This is an optimization exercise on Yosys and OpenROAD, whose aim is small area, not a production implementation. RTL that was checked went through simulation tests only; none was proved equivalent to the original. Power figures rest on the tool's default switching activity, not on a simulated workload.

purple:
==> flow/design.v <==
module alu (
    input  [31:0] a,
    input  [31:0] b,           
    input  [31:0] rt,          
    input  [4:0]  sh,          
    input         sub,
    input         sel_add, sel_slt, sel_sltu,
    input         sel_and, sel_or, sel_xor, sel_nor,
    input         sel_sll, sel_srl, sel_sra,
    output [31:0] sum,         
    output [31:0] result,
    output        eq,          
    output        lt           
);
    wire [31:0] bx = b ^ {32{sub}};
    assign sum = a + bx + {31'b0, sub};
    wire [31:0] x = a ^ b;
    assign eq = ~|x;
    assign lt = (a[31] ^ b[31]) ? a[31] : sum[31];
    wire ltu  = (a[31] ^ b[31]) ? b[31] : sum[31];
    wire        var_sh = (sh == 5'd0);
    wire [4:0]  amt    = var_sh ? a[4:0] : sh;
    wire        big    = var_sh & (|a[31:5]);
    wire        fill   = sel_sra & rt[31];
    wire [31:0] rt_rev;
    genvar i;
    generate
        for (i = 0; i < 32; i = i + 1) begin : g_rev
            assign rt_rev[i] = rt[31 - i];
        end
    endgenerate
    wire [31:0] s0 = sel_sll ? rt_rev : rt;
    wire [31:0] s1 = amt[0] ? {fill, s0[31:1]} : s0;
    wire [31:0] s2 = amt[1] ? {{2{fill}}, s1[31:2]} : s1;
    wire [31:0] s3 = amt[2] ? {{4{fill}}, s2[31:4]} : s2;
    wire [31:0] s4 = amt[3] ? {{8{fill}}, s3[31:8]} : s3;
    wire [31:0] s5 = amt[4] ? {{16{fill}}, s4[31:16]} : s4;
    wire [31:0] sr = big ? {32{fill}} : s5;
    wire [31:0] sl;
    generate
        for (i = 0; i < 32; i = i + 1) begin : g_rev2
            assign sl[i] = sr[31 - i];
        end
    endgenerate
    assign result = ({32{sel_add}} & sum)
                  | ({32{sel_and}} & (a & b))
                  | ({32{sel_or}}  & (a | b))
                  | ({32{sel_xor}} & x)
                  | ({32{sel_nor}} & ~(a | b))
                  | ({32{sel_sll}} & sl)
                  | ({32{sel_srl | sel_sra}} & sr)
                  | {31'b0, (sel_slt & lt) | (sel_sltu & ltu)};
endmodule
module decode (
    input  [31:0] instr,
    output        regwrite,    
    output        regdest,     
    output        memwrite,    
    output        memread,     
    output        use_imm,     
    output        imm_zext,    
    output        sub,         
    output        sel_add,     
    output        sel_slt,     
    output        sel_sltu,    
    output        sel_and,
    output        sel_or,
    output        sel_xor,
    output        sel_nor,
    output        sel_sll,
    output        sel_srl,
    output        sel_sra,
    output        branch,
    output        jump
);
    wire [5:0] op = instr[31:26];
    wire [5:0] fn = instr[5:0];
    wire rtype = (op == 6'b000000);
    wire addi  = (op == 6'b001000);
    wire andi  = (op == 6'b001100);
    wire ori   = (op == 6'b001101);
    wire xori  = (op == 6'b001110);
    wire slti  = (op == 6'b001010);
    wire sltiu = (op == 6'b001011);
    wire lw    = (op == 6'b100011);
    wire sw    = (op == 6'b101011);
    wire r_sub  = rtype & (fn == 6'b100010);
    wire r_slt  = rtype & (fn == 6'b101010);
    wire r_sltu = rtype & (fn == 6'b101011);
    wire r_and  = rtype & (fn == 6'b100100);
    wire r_or   = rtype & (fn == 6'b100101);
    wire r_nor  = rtype & (fn == 6'b100111);
    wire r_xor  = rtype & (fn == 6'b100110);
    wire r_sll  = rtype & (fn == 6'b000000);
    wire r_srl  = rtype & (fn == 6'b000010);
    wire r_sra  = rtype & (fn == 6'b000011);
    wire r_add  = rtype & ~(r_sub | r_slt | r_sltu | r_and | r_or | r_nor | r_xor |
                            r_sll | r_srl | r_sra);
    assign branch   = (op[5:2] == 4'b0001);
    assign jump     = (op == 6'b000010);
    assign regwrite = rtype | addi | andi | ori | xori | slti | sltiu | lw;
    assign regdest  = rtype;
    assign memwrite = sw;
    assign memread  = lw;
    assign use_imm  = ~rtype & ~branch;
    assign imm_zext = andi | ori | xori | sltiu;
    assign sub      = r_sub | r_slt | r_sltu | slti | sltiu | branch;
    assign sel_add  = r_add | r_sub | addi;
    assign sel_slt  = r_slt | slti;
    assign sel_sltu = r_sltu | sltiu;
    assign sel_and  = r_and | andi;
    assign sel_or   = r_or | ori;
    assign sel_xor  = r_xor | xori;
    assign sel_nor  = r_nor;
    assign sel_sll  = r_sll;
    assign sel_srl  = r_srl;
    assign sel_sra  = r_sra;
endmodule
module exe (clk, rst, o_p, instr, imem_addr, imem_data, dmem_addr, dmem_wdata,
            dmem_we, dmem_re, dmem_rdata);
    input         clk;
    input         rst;
    output reg [31:0] o_p;
    output [31:0] instr;
    output [31:0] imem_addr;
    input  [31:0] imem_data;
    output [31:0] dmem_addr;
    output [31:0] dmem_wdata;
    output        dmem_we;
    output        dmem_re;
    input  [31:0] dmem_rdata;
    reg [31:0] instr_q;
    reg [29:0] pc;                  
    reg [31:0] rf [1:31];           
    wire [31:0] wdata;
    wire [4:0]  wreg;
    wire        rf_we;
    assign instr     = instr_q;
    assign imem_addr = {pc, 2'b00};
    wire regwrite, regdest, memwrite, memread, use_imm, imm_zext, sub;
    wire sel_add, sel_slt, sel_sltu, sel_and, sel_or, sel_xor, sel_nor;
    wire sel_sll, sel_srl, sel_sra, branch, jump;
    decode u_dec (
        .instr(instr_q), .regwrite(regwrite), .regdest(regdest),
        .memwrite(memwrite), .memread(memread), .use_imm(use_imm),
        .imm_zext(imm_zext), .sub(sub), .sel_add(sel_add), .sel_slt(sel_slt),
        .sel_sltu(sel_sltu), .sel_and(sel_and), .sel_or(sel_or),
        .sel_xor(sel_xor), .sel_nor(sel_nor), .sel_sll(sel_sll),
        .sel_srl(sel_srl), .sel_sra(sel_sra), .branch(branch), .jump(jump));
    wire [4:0]  rs  = instr_q[25:21];
    wire [4:0]  rt  = instr_q[20:16];
    wire [4:0]  rd  = instr_q[15:11];
    wire [15:0] imm = instr_q[15:0];
    wire [4:0] rs_f = imem_data[25:21];
    wire [4:0] rt_f = imem_data[20:16];
    reg [31:0] a_f, rt_fv;
    integer k;
    always @(*) begin
        a_f   = 32'd0;
        rt_fv = 32'd0;
        for (k = 1; k < 32; k = k + 1) begin
            a_f   = a_f   | ({32{rs_f == k}} & rf[k]);
            rt_fv = rt_fv | ({32{rt_f == k}} & rf[k]);
        end
    end
    assign rf_we = ~rst & regwrite;
    wire wr_any = rf_we & (wreg != 5'd0);
    wire fwd_a  = wr_any & (wreg == rs_f);
    wire fwd_b  = wr_any & (wreg == rt_f);
    reg [31:0] a, rtv;              
    always @(posedge clk) begin
        a <= fwd_a ? wdata : a_f;
        if (rst)
            rtv <= 32'd0;
        else
            rtv <= fwd_b ? wdata : rt_fv;
    end
    wire [31:0] immx = {imm_zext ? 16'd0 : {16{imm[15]}}, imm};
    wire [31:0] b   = use_imm ? immx : rtv;
    wire [31:0] sum, result;
    wire        eq, lt;
    alu u_alu (
        .a(a), .b(b), .rt(rtv), .sh(instr_q[10:6]), .sub(sub),
        .sel_add(sel_add), .sel_slt(sel_slt), .sel_sltu(sel_sltu),
        .sel_and(sel_and), .sel_or(sel_or), .sel_xor(sel_xor), .sel_nor(sel_nor),
        .sel_sll(sel_sll), .sel_srl(sel_srl), .sel_sra(sel_sra),
        .sum(sum), .result(result), .eq(eq), .lt(lt));
    wire cond  = instr_q[27] ? (lt | eq) : eq;
    wire taken = branch & (cond ^ instr_q[26]);
    wire [29:0] pc_seq;             
    wire [30:0] inc_c;
    assign inc_c[0] = 1'b1;
    genvar gi;
    generate
        for (gi = 0; gi < 30; gi = gi + 1) begin : g_inc
            assign inc_c[gi + 1] = inc_c[gi] & pc[gi];
            assign pc_seq[gi]    = pc[gi] ^ inc_c[gi];
        end
    endgenerate
    wire [29:0] pc_br   = pc + {{14{imm[15]}}, imm};
    wire [29:0] pc_next = jump ? {pc[29:26], instr_q[25:0]} : (taken ? pc_br : pc_seq);
    always @(posedge clk) begin
        if (rst) begin
            instr_q <= 32'd0;
            pc      <= 30'd0;
        end else begin
            instr_q <= imem_data;
            pc      <= pc_next;
        end
    end
    assign dmem_addr  = sum;
    assign dmem_wdata = rtv;
    assign dmem_we    = memwrite & ~rst;
    assign dmem_re    = memread & ~rst;
    assign wdata = memread ? dmem_rdata : result;
    assign wreg  = regdest ? rd : rt;
    always @(posedge clk) begin
        if (rst)
            o_p <= 32'd0;
        else if (regwrite)
            o_p <= wdata;
        else if (memwrite)
            o_p <= rtv;
    end
    always @(posedge clk) begin
        if (rf_we && wreg != 5'd0)
            rf[wreg] <= wdata;
    end
endmodule
export LEC_CHECK = 0
export CAP_MARGIN = 20
export CORE_MARGIN = 2
export CORE_UTILIZATION = 40
export SETUP_SLACK_MARGIN = 0.3
export SLEW_MARGIN = 20
create_clock -name core_clock -period 8.5 [get_ports {clk}]
run.sh (not shown) runs the stock make flow with config.mk's settings and CLKGATE_MAP_FILE= SYNTH_SCRIPT=/design/flow/synth_recipe.tcl, a recipe that flattens the netlist after the stock synthesis.
For blue, these inputs were changed with respect to purple:
--- a/flow/design.v
+++ b/flow/design.v
@@ -188,14 +188,5 @@
     wire cond  = instr_q[27] ? (lt | eq) : eq;
     wire taken = branch & (cond ^ instr_q[26]);
-    wire [29:0] pc_seq;             
-    wire [30:0] inc_c;
-    assign inc_c[0] = 1'b1;
-    genvar gi;
-    generate
-        for (gi = 0; gi < 30; gi = gi + 1) begin : g_inc
-            assign inc_c[gi + 1] = inc_c[gi] & pc[gi];
-            assign pc_seq[gi]    = pc[gi] ^ inc_c[gi];
-        end
-    endgenerate
+    wire [29:0] pc_seq  = pc + 30'd1;
     wire [29:0] pc_br   = pc + {{14{imm[15]}}, imm};
     wire [29:0] pc_next = jump ? {pc[29:26], instr_q[25:0]} : (taken ? pc_br : pc_seq);
## What came out
- Row met1 global-route usage: blue lower / purple higher
- In blue the critical path's largest stage delay turned out 20 ps higher than in purple.
- The net load switching power reported for blue is smaller than that of purple by 30 uW.
- blue vs purple — critical path depth rose 3.
- Area of the core region for blue: 3800 sq um down relative to purple
- Part of the power in combinational logic in blue is 0.8 points lower than in purple
- Reported for blue and purple, sequential cell count turned out identical to the last digit.
- Per the comparison of blue with purple, length of routed wiring on met1 down 4.0%, number of non-clock inverters down 7, via count down 2606, total of fill cells in the finished design down about 2.7%.
- No stage failed in blue, and the final checks on the layout all came back clean.
The RTL of purple was laid out without a check of its function.

## separate check: timing with driven ports
The results above use ideal ports. As a check the final layouts listed here were re-extracted and re-timed, cells and wires unchanged.
Step 1 (the two cells are an assumption about what drives the block):
set clk [get_ports {clk}]
set_driving_cell -lib_cell sky130_fd_sc_hd__clkbuf_16 $clk
set_driving_cell -lib_cell sky130_fd_sc_hd__buf_2 [delete_from_list [all_inputs] $clk]
Step 2 times the ports against the registers' clock, not the clock port: input delays grow and output delays shrink by t, the midpoint of the rising clock arrivals with the driver on.
Three values: ideal ports, drivers, drivers and shift; two values: the first two.
run	shift t [ns]	setup slack, ns	hold slack, ns	latest minus earliest clock arrival (ns)
purple	0.831	0.689 / 0.609 / 1.440	0.496 / 0.496 / 0.496	0.045 / 0.046
blue	0.848	0.592 / 0.516 / 0.762	0.489 / 0.489 / 0.489	0.085 / 0.086
After both steps setup and hold are still met in every run listed.
